This design comes from an exercise in tuning for small area and a short achievable clock period on the open sky130 flow, not from production work. Where RTL was checked, it was by simulation tests only, not by an equivalence proof against the original.

// sigmoid
module sigmoid(
	input wire clk,
	input wire reset,
	input wire enable,
	input wire [17:0] x1,
	output reg [15:0] fixed_op
	);
Size: about 14 flip-flops, ~37 I/O pins, roughly 3000 sq um of cells after synthesis.
==> flow/config.mk <==
export PLATFORM = sky130hd
export DESIGN_NAME = sigmoid
export DESIGN_NICKNAME = sigmoid
export VERILOG_FILES = /design/flow/design.v
export SDC_FILE = /design/flow/constraint.sdc
export NUM_CORES = 4
export LEC_CHECK = 0
export ABC_AREA = 1
export CAP_MARGIN = 20
export CORE_MARGIN = 2
export CORE_UTILIZATION = 60
export CTS_BUF_LIST = sky130_fd_sc_hd__clkbuf_4
export SLEW_MARGIN = 20
export SYNTH_HIERARCHICAL = 1
==> flow/constraint.sdc <==
create_clock -name core_clock -period 14.0 [get_ports {clk}]
set_input_delay 2.8000 -clock core_clock [delete_from_list [all_inputs] [get_ports {clk}]]
set_output_delay 2.8000 -clock core_clock [all_outputs]
set_load 0.01 [all_outputs]
standard.sh (not shown) runs the stock make flow with config.mk's settings and CLKGATE_MAP_FILE= SYNTH_SCRIPT=/design/flow/synth_recipe.tcl, a recipe that flattens the netlist after the stock synthesis.
==> flow/flow/run.sh <==
#!/bin/bash
# The standard layout, with plain buffers (buf_1) on the ports instead of the
# default delay-cell buffers.  The make output goes to standard.log; ORFS keeps
# each step's log under orfs/logs/.
set -euo pipefail
bash standard.sh BUFFER_PORTS_ARGS="-buffer_cell sky130_fd_sc_hd__buf_1" finish > standard.log 2>&1
The baseline produced a clean layout.
==> next run, changes <==
--- a/flow/design.v
+++ b/flow/design.v
@@ -1,35 +1,38 @@
 module sigmoid_fa(input wire a, input wire b, input wire c, output wire s, output wire co);
 	assign s  = a ^ b ^ c;
 	assign co = (a & b) | (a & c) | (b & c);
 endmodule
 module sigmoid_ha(input wire a, input wire b, output wire s, output wire co);
 	assign s  = a ^ b;
 	assign co = a & b;
+endmodule
+module sigmoid_xor(input wire a, input wire b, output wire y);
+	assign y = a ^ b;
 endmodule
 module sigmoid(
 	input wire clk,
 	input wire reset,
 	input wire enable,
 	input wire [17:0] x1,
 	output reg [15:0] fixed_op
 	);
 	wire [16:0] m   = x1[16:0];
 	wire        neg = x1[17];
-	wire lt0 = m[15:0] < 16'h18B7;
-	wire lt1 = m[15:0] < 16'h54A3;
+	wire lt0 = m < 17'h018B7;
+	wire lt1 = m < 17'h054A3;
 	wire r0  = lt0;
 	wire r1  = ~lt0 & lt1;
-	wire r2  = ~lt1 & ~m[15];
-	wire r3  = m[15];
+	wire r2  = ~lt1 & ~m[16] & ~m[15];
+	wire r3  = ~m[16] & m[15];
 	wire sat = m >= 17'd62874;	 
 	wire [14:0] n  = m[14:0];
 	wire [14:0] ni = ~n;
 	wire p0_0 = r2;
 	wire p0_5 = (r3 & n[0]);
 	wire p0_6 = (r3 & n[1]);
 	wire p0_7 = (r3 & n[2]);
 	wire p0_8 = (r2 & n[0]) | (r3 & n[3]);
 	wire p0_9 = (r2 & n[1]) | (r3 & n[4]);
 	wire p0_10 = (r1 & n[0]) | (r2 & n[2]) | (r3 & n[5]);
 	wire p0_11 = (r0 & n[0]) | (r1 & n[1]) | (r2 & n[3]) | (r3 & n[6]);
 	wire p0_12 = (r0 & n[1]) | (r1 & n[2]) | (r2 & n[4]) | (r3 & n[7]);
@@ -238,21 +241,35 @@
 	wire G4_0 = gg[4] | (pg[4] & G3_0);
 	wire G6_0 = gg[6] | (pg[6] & G5_0);
 	wire G8_0 = gg[8] | (pg[8] & G7_0);
 	wire G10_0 = gg[10] | (pg[10] & G9_0);
 	wire G12_0 = gg[12] | (pg[12] & G11_0);
 	wire G14_0 = gg[14] | (pg[14] & G13_0);
 	wire G16_0 = gg[16] | (pg[16] & G15_0);
 	wire G18_0 = gg[18] | (pg[18] & G17_0);
 	wire G20_0 = gg[20] | (pg[20] & G19_0);
 	wire G22_0 = gg[22] | (pg[22] & G21_0);
 	wire G24_0 = gg[24] | (pg[24] & G23_0);
 	wire G0_0 = gg[0];
-	wire [25:0] g = pg ^ {G24_0, G23_0, G22_0, G21_0, G20_0, G19_0, G18_0, G17_0, G16_0, G15_0, G14_0, G13_0, G12_0, G11_0, G10_0, G9_0, G8_0, G7_0, G6_0, G5_0, G4_0, G3_0, G2_0, G1_0, G0_0, 1'b0};
-	wire [15:0] fixed_op_next = sat ? {2'b00, ~neg, 13'd0} : {3'b000, g[25:13] ^ {13{neg}}};
+	wire [25:13] pgx;
+	sigmoid_xor x13 (.a(pg[13]), .b(neg), .y(pgx[13]));
+	sigmoid_xor x14 (.a(pg[14]), .b(neg), .y(pgx[14]));
+	sigmoid_xor x15 (.a(pg[15]), .b(neg), .y(pgx[15]));
+	sigmoid_xor x16 (.a(pg[16]), .b(neg), .y(pgx[16]));
+	sigmoid_xor x17 (.a(pg[17]), .b(neg), .y(pgx[17]));
+	sigmoid_xor x18 (.a(pg[18]), .b(neg), .y(pgx[18]));
+	sigmoid_xor x19 (.a(pg[19]), .b(neg), .y(pgx[19]));
+	sigmoid_xor x20 (.a(pg[20]), .b(neg), .y(pgx[20]));
+	sigmoid_xor x21 (.a(pg[21]), .b(neg), .y(pgx[21]));
+	sigmoid_xor x22 (.a(pg[22]), .b(neg), .y(pgx[22]));
+	sigmoid_xor x23 (.a(pg[23]), .b(neg), .y(pgx[23]));
+	sigmoid_xor x24 (.a(pg[24]), .b(neg), .y(pgx[24]));
+	sigmoid_xor x25 (.a(pg[25]), .b(neg), .y(pgx[25]));
+	wire [25:13] gx = pgx ^ {G24_0, G23_0, G22_0, G21_0, G20_0, G19_0, G18_0, G17_0, G16_0, G15_0, G14_0, G13_0, G12_0};
+	wire [15:0] fixed_op_next = sat ? {2'b00, ~neg, 13'd0} : {3'b000, gx[25:13]};
 	always @(posedge clk, posedge reset) begin
 		if (reset)
 			fixed_op <= 567;
 		else if (enable)
 			fixed_op <= fixed_op_next;
 	end
 endmodule
Design area came out higher by 4.6%.
Clock skew is unchanged.
Fmax came out higher by 4.9%.
Count of clock-buffer cells in the layout does not change.
Synthesized cell count came out higher by 23%.
Setup slack gets better by 0.37 ns.
Final cell count came out higher by 20%.
Worst hold slack gets worse by 0.0040 ns.
No functional check of the RTL was part of the first run of this note.

[port drivers added, routing unchanged]
No port has a modelled driver above. Below, the same layouts with a new extraction and two added sets of constraints. Step 1, drivers: a clkbuf_16 drives clk and a buf_2 each remaining input, both assumed. Step 2 times the ports against the registers' clock, not the clock port: input delays grow and output delays shrink by t, the midpoint of the rising clock arrivals with the driver on. a / b / c = no drivers / after step 1 / after step 2; a / b = the first two.
run	t (ns)	setup WS [ns]	worst hold slack (ns)	clock arrival spread, ns	pins driven straight from the clock port
the first run	0.312	6.142 / 6.143 / 5.831	0.476 / 0.476 / 0.476	0.001 / 0.002	1
the second run	0.299	6.512 / 6.512 / 6.212	0.472 / 0.472 / 0.472	0.008 / 0.009	1
After both steps every run listed still meets setup and hold. The setup slack of the first run, which loses most, moves by +0.001 ns with the drivers and by -0.311 ns with both steps.
